Background: an optimization exercise with open tools, aiming at small area and a short achievable clock period. Do not read the settings as production practice. In this exercise RTL edits were held to simulation tests only and were not proved equivalent to the original.

==> flow/design.v <==
module float_alu(op,a,b,clk,out);
input [31:0] a,b;
input [2:0] op;
input clk;
output reg [31:0] out;
localparam CUT = 11;    
function [45:0] xpos;
  input [31:0] x;
  reg [7:0] e8, k; reg [22:0] m;
  begin
    m = x[22:0]; e8 = x[30:23] - 8'd127;
    if (e8 == 8'd0) xpos = 46'd1 << 23;
    else if (e8[7]) begin
      k = -e8;
      xpos = (k >= 8'd23) ? 46'd0 : {23'd0, m & ~((23'd1 << k) - 23'd1)};
    end
    else if (e8 <= 8'd23) xpos = {22'd0, 1'b1, m} << e8[4:0];
    else xpos = 46'd0;
  end
endfunction
function [5:0] ctz23;
  input [22:0] f; integer i;
  begin ctz23 = 6'd23; for (i = 22; i >= 0; i = i - 1) if (f[i]) ctz23 = i; end
endfunction
function [5:0] clz46;
  input [45:0] x; integer i;
  begin clz46 = 6'd46; for (i = 0; i <= 45; i = i + 1) if (x[i]) clz46 = 45 - i; end
endfunction
function [45:0] rev46;
  input [45:0] x; integer i;
  begin for (i = 0; i < 46; i = i + 1) rev46[i] = x[45-i]; end
endfunction
reg [31:0] ar, br; reg [2:0] opr;
always @(posedge clk) begin ar <= a; br <= b; opr <= op; end
wire [45:0] xpa = xpos(ar), xpb = xpos(br);
wire [45:0] Xa = ar[31] ? {-xpa[45:23], -xpa[22:0]} : xpa;
wire [45:0] Xb = br[31] ? {-xpb[45:23], -xpb[22:0]} : xpb;
wire [5:0] ja = ctz23(xpa[22:0]), jb = ctz23(xpb[22:0]);
wire [5:0] La = clz46(Xa), Lb = clz46(Xb);
wire is_mul = (opr == 3'd2), is_div = (opr == 3'd3);
wire [22:0] Ib = Xb[45:23];
wire [5:0] Ibs = (|Ib[22:6]) ? 6'd63 : Ib[5:0];
reg [5:0] sha; reg ra;
always @(*) begin
  ra = 1'b0; sha = 6'd0;
  case (opr)
    3'd2: begin ra = 1'b1; sha = ja; end
    3'd3: begin ra = 1'b0; sha = La; end
    3'd6: begin ra = 1'b1; sha = Ibs; end
    3'd7: begin ra = 1'b0; sha = Ibs; end
    default: ;
  endcase
end
wire [45:0] xa_in = ra ? rev46(Xa) : Xa;
wire [45:0] xa_sh = xa_in << sha;
wire [45:0] Xa_s = ra ? rev46(xa_sh) : xa_sh;
wire [5:0] shb = is_mul ? (6'd23 - ja) : Lb;
wire [45:0] xb_in = is_mul ? rev46(Xb) : Xb;
wire [45:0] xb_sh = xb_in << shb;
wire [45:0] V = is_mul ? rev46(xb_sh) : {1'b0, xb_sh[45:1]};
wire [45:0] add1 = (opr == 3'd5) ? 46'd0 : Xa_s;
wire [45:0] add2 = (opr == 3'd0) ? Xb : (opr == 3'd1) ? ~Xb : (opr == 3'd5) ? ~Xa : 46'd0;
wire addc = (opr == 3'd1) || (opr == 3'd5);
wire [45:0] SR = add1 + add2 + addc;
wire [44:0] An = Xa_s[45:1];                    
wire [46:0] Ab = {2'b00, Xa_s[44:0]};           
wire [47:0] S [0:23];
wire [47:0] C [0:23];
wire [2:0] pd [0:22];    
reg [47:0] S_r, C_r; reg [45:0] V_r; reg [23:0] Ab_r;
reg [2*CUT*2-1:0] dg_r;
reg div_r, mul_r, mval_r, dz_r; reg [2:0] op_r2; reg [45:0] SR_r;
reg [6:0] dsh_r; reg [5:0] s_r;
wire [45:0] Vrow [0:22];
wire divrow [0:22];
wire [47:0] Ain;
genvar gi;
generate
  for (gi = 22; gi >= 0; gi = gi - 1) begin : rows
    wire [47:0] sin, cin_;
    wire [45:0] vv;
    wire dv;
    wire [2:0] bb;   
    if (gi == 22) begin
      assign sin = is_div ? {5'b00000, An[44:2]} : 48'd0;   
      assign cin_ = 48'd0;
    end else if (gi == 22 - CUT) begin
      assign sin = S_r; assign cin_ = C_r;
    end else begin
      assign sin = S[gi+1]; assign cin_ = C[gi+1];
    end
    if (gi > 22 - CUT) begin
      assign vv = V; assign dv = is_div;
      assign bb = {Xa_s[2*gi+1], Xa_s[2*gi], (gi == 0) ? 1'b0 : Xa_s[2*gi-1]};
    end else begin
      assign vv = V_r; assign dv = div_r;
      assign bb = {Ab_r[2*gi+1], Ab_r[2*gi], (gi == 0) ? 1'b0 : Ab_r[2*gi-1]};
    end
    wire [1:0] nn = (gi == 22 && 1) ? (is_div ? An[1:0] : 2'b00) : 2'b00;
    srt_row r (.s(sin), .c(cin_), .v(vv), .n(nn), .div(dv), .bb(bb),
               .so(S[gi]), .co(C[gi]), .dig(pd[gi]));
  end
endgenerate
wire [6:0] dsh = {1'b0, La} - {1'b0, Lb} + 7'd45;
wire [5:0] sdiv = 6'd23 + ja - jb;
wire [6:0] jsum = {1'b0, ja} + {1'b0, jb};
integer k;
always @(posedge clk) begin
  S_r <= S[23-CUT]; C_r <= C[23-CUT]; V_r <= V; Ab_r <= Xa_s[23:0];
  for (k = 0; k < CUT; k = k + 1) begin
    dg_r[4*k +: 4] <= {pd[22-k][2], pd[22-k][1:0]};
  end
  div_r <= is_div; mul_r <= is_mul; op_r2 <= opr;
  mval_r <= (jsum >= 7'd23);
  dz_r <= (Xa == 46'd0) || (Xb == 46'd0);
  SR_r <= SR; dsh_r <= dsh; s_r <= sdiv;
end
wire [47:0] T = S[0] + C[0];
wire rneg = T[47];
reg [45:0] Pq, Mq;
integer j;
always @(*) begin
  Pq = 0; Mq = 0;
  for (j = 0; j < 23; j = j + 1) begin
    if (j > 22 - CUT) begin
      if (dg_r[4*(22-j)+2]) Mq[2*j +: 2] = dg_r[4*(22-j) +: 2];
      else Pq[2*j +: 2] = dg_r[4*(22-j) +: 2];
    end else begin
      if (pd[j][2]) Mq[2*j +: 2] = pd[j][1:0];
      else Pq[2*j +: 2] = pd[j][1:0];
    end
  end
end
wire [45:0] qv = Pq - Mq - rneg;
wire [68:0] qx = {qv[44:0], 24'd0};
wire [68:0] qs = qx >> dsh_r;
wire [45:0] dmask = ~((46'd1 << s_r) - 46'd1);
wire [45:0] divres = dz_r ? 46'd0 : (qs[45:0] & dmask);
wire [45:0] mulres = mval_r ? T[45:0] : 46'd0;
wire [45:0] R = mul_r ? mulres : div_r ? divres : SR_r;
wire nf = (op_r2 == 3'd0) ? (R == 46'h200000000000) : R[45];
wire [45:0] X = R[45] ? -R : R;
reg [4:0] jo; integer i;
always @(*) begin
  jo = 0;
  for (i = 1; i <= 22; i = i + 1) if (X[23+i]) jo = i;
end
wire [45:0] Xsh = X >> jo;
always @(posedge clk) begin
  if (X == 0) out <= 32'd0;
  else if (X[45:23] != 0) out <= {nf, 8'd127 + {3'd0, jo}, Xsh[22:0]};
  else out <= {nf, 8'd148, X[21:0], 1'b0};
end
endmodule
module srt_row(input [47:0] s, input [47:0] c, input [45:0] v, input [1:0] n,
               input div, input [2:0] bb,
               output [47:0] so, output [47:0] co, output [2:0] dig);
  wire [47:0] ys = {s[45:0], n};
  wire [47:0] yc = {c[45:0], 2'b00};
  wire [6:0] est = ys[47:41] + yc[47:41];
  wire [2:0] d3 = v[43:41];
  reg signed [6:0] m2, m1, m0, mm1;
  always @(*) begin
    case (d3)
      3'd0: begin m2 = 12; m1 = 4; m0 = -4; mm1 = -13; end
      3'd1: begin m2 = 14; m1 = 4; m0 = -6; mm1 = -15; end
      3'd2: begin m2 = 15; m1 = 4; m0 = -6; mm1 = -16; end
      3'd3: begin m2 = 16; m1 = 4; m0 = -6; mm1 = -18; end
      3'd4: begin m2 = 18; m1 = 6; m0 = -6; mm1 = -20; end
      3'd5: begin m2 = 20; m1 = 6; m0 = -8; mm1 = -20; end
      3'd6: begin m2 = 20; m1 = 8; m0 = -8; mm1 = -22; end
      default: begin m2 = 24; m1 = 8; m0 = -8; mm1 = -24; end
    endcase
  end
  wire signed [6:0] se = est;
  reg [2:0] qd;    
  always @(*) begin
    if (se >= m2) qd = 3'b010;
    else if (se >= m1) qd = 3'b001;
    else if (se >= m0) qd = 3'b000;
    else if (se >= mm1) qd = 3'b101;
    else qd = 3'b110;
  end
  reg [2:0] bd;
  always @(*) begin
    case (bb)
      3'b000, 3'b111: bd = 3'b000;
      3'b001, 3'b010: bd = 3'b101;    
      3'b011: bd = 3'b110;            
      3'b100: bd = 3'b010;            
      default: bd = 3'b001;           
    endcase
  end
  wire [2:0] e = div ? qd : bd;
  wire inv = ~e[2] & (e[1] | e[0]);           
  wire [47:0] vx = {2'b00, v};
  wire [47:0] mg = ({48{e[0]}} & vx) | ({48{e[1]}} & {vx[46:0], 1'b0});
  wire [47:0] o = mg ^ {48{inv}};
  assign so = ys ^ yc ^ o;
  wire [47:0] cy = (ys & yc) | (ys & o) | (yc & o);
  assign co = {cy[46:0], inv};
  assign dig = e;
endmodule
==> flow/run.sh <==
#!/bin/bash
# synth_recipe.tcl (not shown) runs the flow's synth.tcl, then flattens the netlist and writes it again
# the make line also repeats each setting of config.mk as NAME=value (left out here)
make -C /OpenROAD-flow-scripts/flow DESIGN_CONFIG=/design/flow/config.mk WORK_HOME=/design/flow/orfs CLKGATE_MAP_FILE= SYNTH_SCRIPT=/design/flow/synth_recipe.tcl finish
==> flow/config.mk <==
export PLATFORM = sky130hd
export DESIGN_NAME = float_alu
export DESIGN_NICKNAME = float_alu
export VERILOG_FILES = /design/flow/design.v
export SDC_FILE = /design/flow/constraint.sdc
export NUM_CORES = 4
export LEC_CHECK = 0
export CAP_MARGIN = 20
export CORE_MARGIN = 2
export CORE_UTILIZATION = 40
export SLEW_MARGIN = 20
==> flow/constraint.sdc <==
create_clock -name core_clock -period 300.0 [get_ports {clk}]
set_input_delay 60.0000 -clock core_clock [delete_from_list [all_inputs] [get_ports {clk}]]
set_output_delay 60.0000 -clock core_clock [all_outputs]
set_load 0.01 [all_outputs]
==> qor.yml <==
period_needed_ns: 66.61
ff_latch_area_um2: 7180
synthArstFlopShare: 0
top_layer: "met5"
rr_startpoint: "br[23]"
synth_edf_count: 0
cap_violations: 0
finalSetupViolations: 0
wirelength_um: 521000
max_stage_delay_ns: 0.92
syn_inst: 15000
num_vias: 120000
ant_nets: 0
fin_area_um2: 119000
synth_top_area_share: 0.160
cts_tree: "yes"
num_rows: 196
io_buffers: 99
r2r_slack_ns: 233.39
initial_core_util: 0.401
slew_viol_final: 0
io_pins: 100
vias_per_cell: 6.64
cp.required_ns: 300.57
synth-main-ff-cell: "dfxtp_1"
dp_hpwl_um: 403000
worst_hold_slack_ns: 0.558
final_nets: 15900
htree_levels: 2
wl_met3_um: 62300
postPlaceCellArea_um2: 117000
rsz0062_at_grt: "false"
worstPathArrival_ns: 67.18
netlist_top_cells_count: "1197 x o21ai_0, 1113 x inv_1, 1104 x nor2_1, 1037 x nand2_1, 1024 x a21oi_1"
fp.dieH_um: 538
clk_path_buf_depth: 3
firstDrtPassIters: 7
clock_latency_ns: 0.71
hold_viol: 0
final_cells: 18100
setup_tns_ns: 0
crit_end: "S_r[44]"
cts_root_buf: "clkbuf_16"
yosysTopAreaCell: "fa_1"
die_area_um2: 290000
overflow: 0
core_area_um2: 284000
cts_setup_buffers: 0
rr_worst_depth: 220
holdBufCountCts: 0
synth_area_um2: 114000
wire_per_inst_um: 28.8
fin_util: 0.417
finClkSkew_ns: 0.0657
syn_to_final_growth_pct: 3.95
fin_crit_sh: 0.222
r2r_end: "S_r[44]"
synth_area_leaders: "fa_1 16%, ha_1 8.0%, dfxtp_1 6.2%"
yosysMostFrequentCell: "o21ai_0"
drt_iter0_drc: 17300
cp_slowest_cell: "a2111oi_0"
status: "no timing/DRC/antenna violations"
wl_met2_um: 218000
worstMarginPinSlew_ns: 1.26
yosysSeqAreaShare: 0.0625
grt_pass1_vias: 111000
grt_usage: 0.347
drive_above_1_share: 0.0848
syn-num-nets: 16700
globalplace.congestion: 1.08
clkTransAtPathRegs_ns: 0.07
syn_avg_cell_area_um2: 7.63
grt_pass1_wl_um: 761000
cts-buffers-inserted: 48
fp.dieW_um: 538
clock_sinks: 356
relSlewSlack: 0.156
grt_start_max_net_pins: 92
antenna_found_initial: 32
multi_input_area_um2: 96700
dp.cells: 17900
cp-startpoint: "br[23]"
crit_fanout: 62
fillers: 29500
critPathKind: "reg2reg"
path_common_cell: "inv_1"
max_freq_mhz: 15.0
ys_warn_count: 2
hp-class: "reg2reg"
cts_resized: 0
yosysUniqueCellTypes: 193
synth-seq-cells: 356
cp-end-kind: "flop"
cp-start-kind: "flop"
post-route-drc-count: 0
drt-met1-wl_um: 212000
final cells by class:
class | instances | area share
multi-input combinational | 12200 | 0.815
sequential | 356 | 0.0605
tap | 3762 | 0.0397
inverter | 1162 | 0.0374
timing repair buffer | 473 | 0.0320
clock buffer | 54 | 0.0105
clock inverter | 35 | 0.00423
antenna | 11 | 0.000232
cell usage in the layout (no fill, tap or decap), types with 272 or more instances in the layout:
cell     instances
o21ai_0       1185
inv_1         1109
nor2_1        1089
nand2_1       1032
a21oi_1       1011
fa_1           914
ha_1           727
xnor2_1        676
o22ai_1        551
buf_4          372
dfxtp_1        317
a21o_1         287
nor3_1         283
mux2i_1        272
through the flow:
stage / worst slack (ns)
6_report: 233.39
5_1_grt: 229.81
4_1_cts: 235.38
3_5_place_dp: 235.55
3_3_place_gp: 235.94
2_1_floorplan: 239.67
routing by layer:
layer / vias up / GRT usage
met4: 42 / 0.157
met5: - / 0
li1: 53000 / -
met3: 1367 / 0.0922
met1: 58100 / 0.467
met2: 7429 / 0.514
worst min-delay path by stage:
stage | startpoint | slack, ns | to | depth (start not counted)
after floorplan | opr[0] | 0.33 | op_r2[0] | 0
after global placement | opr[2] | 0.53 | op_r2[2] | 0
after detailed placement | opr[2] | 0.53 | op_r2[2] | 0
after CTS | opr[2] | 0.53 | op_r2[2] | 0
after global routing | opr[2] | 0.56 | op_r2[2] | 0
final | opr[2] | 0.56 | op_r2[2] | 0
worst max-delay path: cells and delay by family (launching register included):
| family | cells | cell delay [ns] |
|---|---|---|
| multiplexers | 7 | 2.53 |
| AO/OA/AOI/OAI | 70 | 19.46 |
| XOR/XNOR | 11 | 5.10 |
| adder cells (fa/ha/maj) | 43 | 16.19 |
| AND/OR/NAND/NOR | 42 | 9.82 |
| flip-flops | 1 | 0.31 |
| buffers and inverters | 47 | 12.52 |
cells by family after synthesis:
group                      count (synthesis)  synth area share
DFF                                      356            0.0625
adders and majority gates               1642             0.240
muxes                                    439            0.0463
AOI/OAI and AO/OA                       5463             0.325
xor gates and xnor gates                 911            0.0713
buffers and inverters                   2400            0.0955
and+or+nand+nor                         3742             0.159
sequential cells by signal, indices dropped and copies added (netlist names), 7 cells and up:
signal	cells
Ab_r	24
C_r	44
SR_r	46
S_r	46
V_r	46
ar	32
br	32
dg_r	31
dsh_r	7
out	32

-- what the ideal ports hide --
The results above use ideal ports. As a check the final layout listed here was re-extracted and re-timed, cells and wires unchanged.
Step 1 assumes that a clkbuf_16 drives the clock port and a buf_2 every other input.
Step 2 times the ports against the registers' clock, not the clock port: input delays grow and output delays shrink by t, the midpoint of the rising clock arrivals with the driver on.
Three values: no drivers, after step 1, after step 2; two values: the first two.
shift t [ns]: 0.767
setup slack, ns: 233.390 / 233.390 / 233.390
hold WS [ns]: 0.558 / 0.558 / 0.558
worst data-port slew with drivers (ns): 0.06
cell pins on the clock port's net: 1
After both steps this run still meets setup and hold. For this run, drivers alone change the setup slack by 0.000 ns; drivers and shift together by 0.000 ns.
